Context: an optimization exercise on an open-source flow, tuned for small area and a short achievable clock period. The choices shown serve that exercise and are no tape-out recipe.
In this exercise RTL edits were held to simulation tests only and were not proved equivalent to the original.
Power figures rest on the tool's default switching activity, not on a simulated workload.

==> design.v <==
module Mux2 (
	input 			selector,
	input 	[31:0] 	input0,
	input 	[31:0] 	input1,
	output 	[31:0] 	data
);
assign data = (selector == 0 ? input0 : input1);
endmodule  
module Mux4 (
	input 	[1:0]	selector,
	input 	[31:0]	input0,
	input 	[31:0]	input1,
	input 	[31:0]	input2,
	input 	[31:0]	input3,
	output 	[31:0]	data
);
assign data = (selector[1] == 0)
				? (selector[0] == 0 ? input0 : input1)
				: (selector[0] == 0 ? input2 : input3);
endmodule  
module Adder (
	input 			[31:0]	dataa,
	input 			[31:0] 	datab,
	input 					sub,
	output 	wire 	[31:0] 	result
);
assign result = dataa + (datab ^ {32{sub}}) + {31'b0, sub};
endmodule  
module Shifter (
	input 			[31:0]	dataa,
	input 			[4:0] 	shamt,
	input 					left,
	input 					arith,
	output 	wire 	[31:0] 	result
);
function [31:0] rev32(input [31:0] x);
	integer k;
	for (k = 0; k < 32; k = k + 1) rev32[k] = x[31 - k];
endfunction
wire [31:0] src = left ? rev32(dataa) : dataa;
wire 		fill = arith & dataa[31];
wire [31:0] s0 = shamt[0] ? {{ 1{fill}}, src[31:1]}  : src;
wire [31:0] s1 = shamt[1] ? {{ 2{fill}}, s0[31:2]}  : s0;
wire [31:0] s2 = shamt[2] ? {{ 4{fill}}, s1[31:4]}  : s1;
wire [31:0] s3 = shamt[3] ? {{ 8{fill}}, s2[31:8]}  : s2;
wire [31:0] s4 = shamt[4] ? {{16{fill}}, s3[31:16]} : s3;
assign result = left ? rev32(s4) : s4;
endmodule  
module ALU (
	input 		[31:0] 	dataa,
	input 		[31:0] 	datab,
	input 		[2:0]  	func3,
	input 				sub,
	input 				arith,
	output 	wire [31:0] sum,
	output 	reg  [31:0] aluresult
);
wire [31:0] shres;
Adder adder(
	.dataa(dataa),
	.datab(datab),
	.sub(sub),
	.result(sum)
);
Shifter shifter(
	.dataa(dataa),
	.shamt(datab[4:0]),
	.left(~func3[2]),
	.arith(arith),
	.result(shres)
);
wire 	diffsign = dataa[31] ^ datab[31];
wire 	lts = diffsign ? dataa[31] : sum[31];
wire 	ltu = diffsign ? datab[31] : sum[31];
always @(*) begin
	case (func3)
		3'b000: aluresult = sum;
		3'b001: aluresult = shres;
		3'b010: aluresult = {31'b0, lts};
		3'b011: aluresult = {31'b0, ltu};
		3'b100: aluresult = dataa ^ datab;
		3'b101: aluresult = shres;
		3'b110: aluresult = dataa | datab;
		default: aluresult = dataa & datab;
	endcase
end
endmodule  
module BranchCond (
	input 			[31:0] 	rs1,
	input 			[31:0] 	rs2,
	input 			[2:0] 	func3,
	output 	wire 			taken
);
wire eq  = (rs1 == rs2);
wire ltu = (rs1 < rs2);
wire lt  = (rs1[31] ^ rs2[31]) ? rs1[31] : ltu;
reg c;
always @(*) begin
	case (func3[2:1])
		2'b00: c = eq;
		2'b10: c = lt;
		default: c = ltu;
	endcase
end
assign taken = c ^ func3[0];
endmodule  
module ContrGen (
	input 			[6:0] 	op,
	input 			[2:0] 	func3,
	input 					f7b5,
	output 	wire 			regwr,
	output 	wire 			memwr,
	output 	wire 			mem2reg,
	output 	wire 			jump,
	output 	wire 			jal,
	output 	wire 			jalr,
	output 	wire 			branch,
	output 	wire 			lui,
	output 	wire 			auipc,
	output 	wire 			bsrc_reg,
	output 	wire 			imm_s,
	output 	wire 			sub,
	output 	wire 			arith,
	output 	wire 	[2:0] 	alufunc
);
assign memwr    = ~op[6] & op[5] & ~op[4];
assign mem2reg  = ~op[6] & ~op[5] & ~op[4];
assign regwr    = ~(op[5] & ~op[4] & ~op[2]);
assign jump     = op[6] & op[2];
assign jal      = op[3];
assign jalr     = op[6] & op[2] & ~op[3];
assign branch   = op[6] & ~op[2];
assign lui      = op[4] & op[2] & op[5];
assign auipc    = op[4] & op[2] & ~op[5];
assign bsrc_reg = op[5] & op[4];
assign imm_s    = op[5] & ~op[6];
wire   aluop    = op[4] & ~op[2];
assign alufunc  = aluop ? func3 : 3'b000;
assign sub      = aluop & ((func3 == 3'b000 & op[5] & f7b5) | (func3[2:1] == 2'b01));
assign arith    = f7b5;
endmodule  
module ImmGen (
	input 			[31:7] 	instr,
	input 					imm_s,
	input 					jal,
	input 					upper,
	output 	wire 	[31:0] 	immIS,
	output 	wire 	[31:0] 	immU,
	output 	wire 	[31:0] 	immPC
);
wire [31:0] immB = {{20{instr[31]}}, instr[7], instr[30:25], instr[11:8], 1'b0};
wire [31:0] immJ = {{12{instr[31]}}, instr[19:12], instr[20], instr[30:21], 1'b0};
assign immIS = {{20{instr[31]}}, instr[31:25], imm_s ? instr[11:7] : instr[24:20]};
assign immU  = {instr[31:12], 12'b0};
assign immPC = upper ? immU : (jal ? immJ : immB);
endmodule  
module RegRead (
	input 		[31:1] 	sela,
	input 		[31:1] 	selb,
	input 		[1023:32] regbits,
	output 	reg [31:0] 	busA,
	output 	reg [31:0] 	busB
);
integer i;
always @(*) begin
	busA = 32'b0;
	busB = 32'b0;
	for (i = 1; i < 32; i = i + 1) begin
		busA = busA | ({32{sela[i]}} & regbits[32*i +: 32]);
		busB = busB | ({32{selb[i]}} & regbits[32*i +: 32]);
	end
end
endmodule  
module RegFile (
	input 					clk,
	input 					regwr,
	input 			[4:0] 	ra,
	input 			[4:0] 	rb,
	input 			[4:0] 	rw,
	input 			[31:0] 	busW,
	output 	wire 	[31:0] 	busA,
	output 	wire 	[31:0] 	busB
);
reg  [31:0] regs [1:31];
wire [31:1] sela, selb;
wire [1023:32] regbits;
genvar g;
generate for (g = 1; g < 32; g = g + 1) begin : row
	assign sela[g] = (ra == g);
	assign selb[g] = (rb == g);
	assign regbits[32*g +: 32] = regs[g];
	always @(posedge clk)
		if (regwr && rw == g)
			regs[g] <= busW;
end endgenerate
RegRead rd(
	.sela(sela),
	.selb(selb),
	.regbits(regbits),
	.busA(busA),
	.busB(busB)
);
endmodule  
module rv32is(
	input 			clock,
	input 			reset,
	output 	[31:0] 	imemaddr,
	input  	[31:0] 	imemdataout,
	output 	[31:0] 	dmemaddr,
	input  	[31:0] 	dmemdataout,
	output 	[31:0] 	dmemdatain,
	output 	[2:0]	dmemop,
	output			dmemwe,
	output 	[31:0] 	dbgdata
);
reg 	[31:1] 	pc1;
wire 	[31:0] 	pc = {pc1, 1'b0};
wire 	[31:0] 	instr = imemdataout;
wire 	[2:0] 	func3 = instr[14:12];
wire regwr, memwr, mem2reg, jump, jal, jalr, branch, lui, auipc;
wire bsrc_reg, imm_s, sub, arith;
wire [2:0] alufunc;
ContrGen contrgen(
	.op(instr[6:0]),
	.func3(func3),
	.f7b5(instr[30]),
	.regwr(regwr),
	.memwr(memwr),
	.mem2reg(mem2reg),
	.jump(jump),
	.jal(jal),
	.jalr(jalr),
	.branch(branch),
	.lui(lui),
	.auipc(auipc),
	.bsrc_reg(bsrc_reg),
	.imm_s(imm_s),
	.sub(sub),
	.arith(arith),
	.alufunc(alufunc)
);
wire [31:0] immIS, immU, immPC;
ImmGen immgen(
	.instr(instr[31:7]),
	.imm_s(imm_s),
	.jal(jal),
	.upper(instr[4]),
	.immIS(immIS),
	.immU(immU),
	.immPC(immPC)
);
wire [31:0] busA, busB, busW;
RegFile myregfile(
	.clk(clock),
	.regwr(regwr),
	.ra(instr[19:15]),
	.rb(instr[24:20]),
	.rw(instr[11:7]),
	.busW(busW),
	.busA(busA),
	.busB(busB)
);
wire [31:0] alub;
Mux2 mux2_alub(
	.selector(bsrc_reg),
	.input0(immIS),
	.input1(busB),
	.data(alub)
);
wire [31:0] sum, aluresult;
ALU alu(
	.dataa(busA),
	.datab(alub),
	.func3(alufunc),
	.sub(sub),
	.arith(arith),
	.sum(sum),
	.aluresult(aluresult)
);
wire taken;
BranchCond branchcond(
	.rs1(busA),
	.rs2(busB),
	.func3(func3),
	.taken(taken)
);
wire [31:0] target = pc + immPC;
wire [31:0] pc4 = {pc[31:2] + 30'd1, pc[1:0]};
wire [31:0] wbsel;
Mux4 mux4_wb(
	.selector({lui | jump, auipc | jump}),
	.input0(aluresult),
	.input1(target),
	.input2(immU),
	.input3(pc4),
	.data(wbsel)
);
Mux2 mux2_regwr(
	.selector(mem2reg),
	.input0(wbsel),
	.input1(dmemdataout),
	.data(busW)
);
wire [31:0] seqtgt = (jal | (branch & taken)) ? target : pc4;
wire [31:0] nxtpc = reset ? 32'b0 : (jalr ? {sum[31:1], 1'b0} : seqtgt);
assign imemaddr = nxtpc;
assign dbgdata = pc;
assign dmemaddr = sum;
assign dmemdatain = busB;
assign dmemop = func3;
assign dmemwe = memwr;
always @(posedge clock)
	pc1 <= nxtpc[31:1];
endmodule  
==> run.sh <==
#!/bin/bash
# synth_recipe.tcl (not shown) runs the flow's synth.tcl, then flattens the netlist and writes it again
# the make line also repeats each setting of config.mk as NAME=value (left out here)
make -C /OpenROAD-flow-scripts/flow DESIGN_CONFIG=/design/flow/config.mk WORK_HOME=/design/flow/orfs CLKGATE_MAP_FILE= SYNTH_SCRIPT=/design/flow/synth_recipe.tcl finish
==> config.mk <==
export PLATFORM = sky130hd
export DESIGN_NAME = rv32is
export DESIGN_NICKNAME = rv32is
export VERILOG_FILES = /design/flow/design.v
export SDC_FILE = /design/flow/constraint.sdc
export NUM_CORES = 4
export LEC_CHECK = 0
export CAP_MARGIN = 20
export CORE_MARGIN = 2
export CORE_UTILIZATION = 55
export SETUP_SLACK_MARGIN = 4
export SLEW_MARGIN = 20
export SYNTH_HIERARCHICAL = 1
export SYNTH_MEMORY_MAX_BITS = 2048
export SYNTH_MINIMUM_KEEP_SIZE = 2000
==> constraint.sdc <==
create_clock -name core_clock -period 17.0 [get_ports {clock}]
set_input_delay 3.4000 -clock core_clock [delete_from_list [all_inputs] [get_ports {clock}]]
set_output_delay 3.4000 -clock core_clock [all_outputs]
set_load 0.01 [all_outputs]
==> run notes <==
==> what timing repair did <==
item                                    CTS  global route
cloned                                    4             1
hold endpoints to repair                  0             0
setup buffers                            51            35
endpoints found under the setup margin   58            39
pin swaps                                36            36
resized for setup                       158            88
==> report_power, final <==
part	internal (uW)	leakage, uW	switching, uW
Combinational	677	0.0108	1300
Sequential	3030	0.00926	49.3
Clock	1300	0.00163	996
Total	5010	0.0217	2350
==> cell usage in the layout, fill, tap and decap left out, drive strengths merged, types with 11 or more instances in the layout <==
master           n
xor2            62
a222oi          66
clkdlybuf4s50  172
nor4            12
clkinv          43
dfxtp           31
a21oi          218
clkbuf         133
nand4          140
nand2          183
a221o           12
nor2b           25
o221ai          25
or3             13
a211oi          38
xnor2           52
o21ai          131
o211ai          21
buf            277
nand3          218
and3            27
inv            131
a22oi          771
mux2i           82
edfxtp         992
bufinv          11
a21o            49
a221oi          88
mux2            17
o22ai           21
and2            12
nor3            39
a31oi           26
nand2b          19
or4             66
nor2           220
ha             157
o21a            23
a22o            67
==> per-module statistics from Yosys (local to each module, per instance) <==
| module | flip-flops and latches | area [sq um] | cells inside |
|---|---|---|---|
| RegRead | 0 | 10600 | 1466 |
| rv32is | 1023 | 43300 | 3042 |
==> worst min-delay path by stage <==
stage,start,endpoint,slack [ns],depth (start not counted)
global placement,pc1[1]$_DFF_P_,pc1[1]$_DFF_P_,0.66,2
CTS,pc1[1]$_DFF_P_,pc1[1]$_DFF_P_,0.66,2
detailed placement,pc1[1]$_DFF_P_,pc1[1]$_DFF_P_,0.65,2
floorplan,pc1[1]$_DFF_P_,pc1[1]$_DFF_P_,0.65,2
finish,pc1[1]$_DFF_P_,pc1[1]$_DFF_P_,0.67,2
global route,pc1[1]$_DFF_P_,pc1[1]$_DFF_P_,0.73,2
==> routing by layer <==
metal / wire [microns] / vias up / GRT usage
li1: - / 18900 / -
met1: 78200 / 22400 / 0.547
met5: 60 / - / 0
met4: 15000 / 10 / 0.249
met2: 96300 / 3540 / 0.638
met3: 30800 / 672 / 0.149
==> cells by family after synthesis <==
kind of cell,count (synthesis),synth area share
buffers and inverters,458,0.0345
xor gates and xnor gates,114,0.0187
AOI/OAI and AO/OA,1651,0.232
and+or+nand+nor,1003,0.0948
adders and majority gates,159,0.0372
muxes,99,0.0188
other,1,0.0000696
DFF,1023,0.564
==> stage by stage <==
step                std cells  hold slack (ns)
global placement         5834            0.660
CTS                      6078            0.661
finish                   6122            0.673
floorplan                4509            0.653
detailed placement       5835            0.653
global route             6116            0.730
==> area by class of cell <==
| type | instances | area [sq um] |
|---|---|---|
| clock buffer | 130 | 2720 |
| tap | 1276 | 1600 |
| inverter | 130 | 492 |
| antenna | 7 | 17.5 |
| sequential | 1023 | 30400 |
| multi-input combinational | 3031 | 23100 |
| fill | 7396 | 33700 |
| clock inverter | 58 | 653 |
| timing repair buffer | 467 | 4160 |
==> worst max-delay path, stage by stage <==
cell and delay (ns):
clkdlybuf4s50_1 0.44, buf_12 0.16, buf_4 0.16, nand2_8 0.10, nor2_2 0.10, buf_12 0.19
a22oi_2 0.19, nand4_1 0.35, or4_4 0.70, a32o_1 0.24, a21o_1 0.19, xnor2_1 0.14
ha_2 0.39, nand4_1 0.17, a2111o_1 0.49, buf_4 0.17, nand3_1 0.32, a21oi_1 0.15
xnor2_1 0.53, o21ai_0 0.20, a31oi_1 0.24, clkdlybuf4s50_1 0.58
==> sequential cells by signal, indices dropped and copies added (netlist names) <==
| name | flops |
|---|---|
| pc1 | 31 |
| myregfile.regs | 992 |
==> reports/metrics.yaml <==
status: "finished clean"
drive_gt1_frac: 0.163
p_total_uw: 7360
synthTopCellsByArea: "edfxtp_1 (55%), a22oi_1 (11%), ha_1 (3.6%), a21oi_1 (2.0%), nand3_1 (2.0%)"
regToRegSetupSlack_ns: 10.74
fin_util: 0.652
drc: 0
synth_edf_count: 992
cts_sinks: 1023
vias: 45600
ys_seq_area_frac: 0.564
synth_seq_cells: 1023
grt_max_degree: 45
post-route-period-util: 0.767
path_class: "input pin to output pin"
clockRootBuffer: "clkbuf_16"
crit_end: "imemaddr[15]"
synth_warnings: 13
viasPerCell: 7.44
cts_made_buffers: 104
grt_pass1_vias: 42300
wl_per_cell_microns: 36.0
htreeDepth: 3
finalWirelength_microns: 220000
fp-row-count: 114
grt_antenna_before_repair: 20
holdBufCountCts: 0
min_period_ns: 13.03
io_pins: 198
crit_fanout: 31
powerDensity_nw_per_um2: 116
setup_viol: 0
synth_most_common_cell: "edfxtp_1"
cts_tree: "yes"
worst_setup_path_end_kind: "output pin"
ys.flop_type: "edfxtp_1"
path_clk_slew_ns: 0.06
track_usage: 0.429
dieArea_sq_um: 101000
async_reset_ff_frac: 0
drt_iter0_drc: 6997
dieHeight_microns: 317
grt-ovfl-total: 0
cts.path.max_buffers: 3
setup_slack_ns: 3.97
clk_latency_ns: 0.72
area_growth_pct: 17.2
final_antenna_net_count: 0
firstDrtPassIters: 9
synthTopCellsByCount: "edfxtp_1 (992), a22oi_1 (771), clkbuf_1 (249)"
hold_path.class: "flop to flop"
dp_hpwl_microns: 147000
place.gp.congestion: 1.07
synth.distinct_cells: 93
leakagePower_uw: 0.0217
synthCells: 4508
fin_skew_ns: 0.0590
r2r_end: "myregfile.regs[14][31]$_DFFE_PP_"
hold_viol_final: 0
nets: 4982
worstReg2RegStart: "myregfile.regs[6][4]$_DFFE_PP_"
start_kind: "input pin"
placed_cell_area_sq_um: 58100
startpoint: "imemdataout[23]"
die_width_microns: 317
coreArea_sq_um: 96900
reg2reg_depth: 20
ir_drop_mv: 0.131
synth_area_per_cell_sq_um: 12.0
cap_viol_max_count: 0
final_area_sq_um: 63200
rsz0062_at_grt: "yes"
numPortBuffers: 193
start_util: 0.557
fmax_ghz: 0.0767
worstMarginPinSlew_ns: 1.24
synth.top_cell.area_share: 0.553
grt_first_pass_wirelength_microns: 306000
syn-cell-area_sq_um: 53900
arrival_ns: 9.63
maxSlewViolCount: 0
yosys.area.top_type: "edfxtp_1"
pre_cts_ws_ns: 1.83
relSlewSlack: 0.169
setup_tns_ns: 0
worstPathRequired_ns: 13.60

==> afterwards: timing with drivers on the ports <==
In the flow no input, the clock included, has a driving cell. The finished layout below was timed again as built, in two steps. Step 1 sets driving cells, clkbuf_16 on the clock port and buf_2 on the other inputs (assumed; they add their load-dependent delay and slew). Step 2 also shifts input and output timing later by t, the mid clock arrival at the registers, as if the neighbouring blocks saw the same clock. Three values: ideal ports, drivers, drivers and shift; two values: the first two.
t (ns): 0.768
setup slack, ns: 3.966 / 3.941 / 3.941
hold WS [ns]: 0.673 / 0.673 / 0.673
worst register clock-pin slew, ns: 0.07 / 0.07
After both steps setup and hold are still met in this run. For this run, drivers alone change the setup slack by -0.025 ns; drivers and shift together by -0.025 ns.
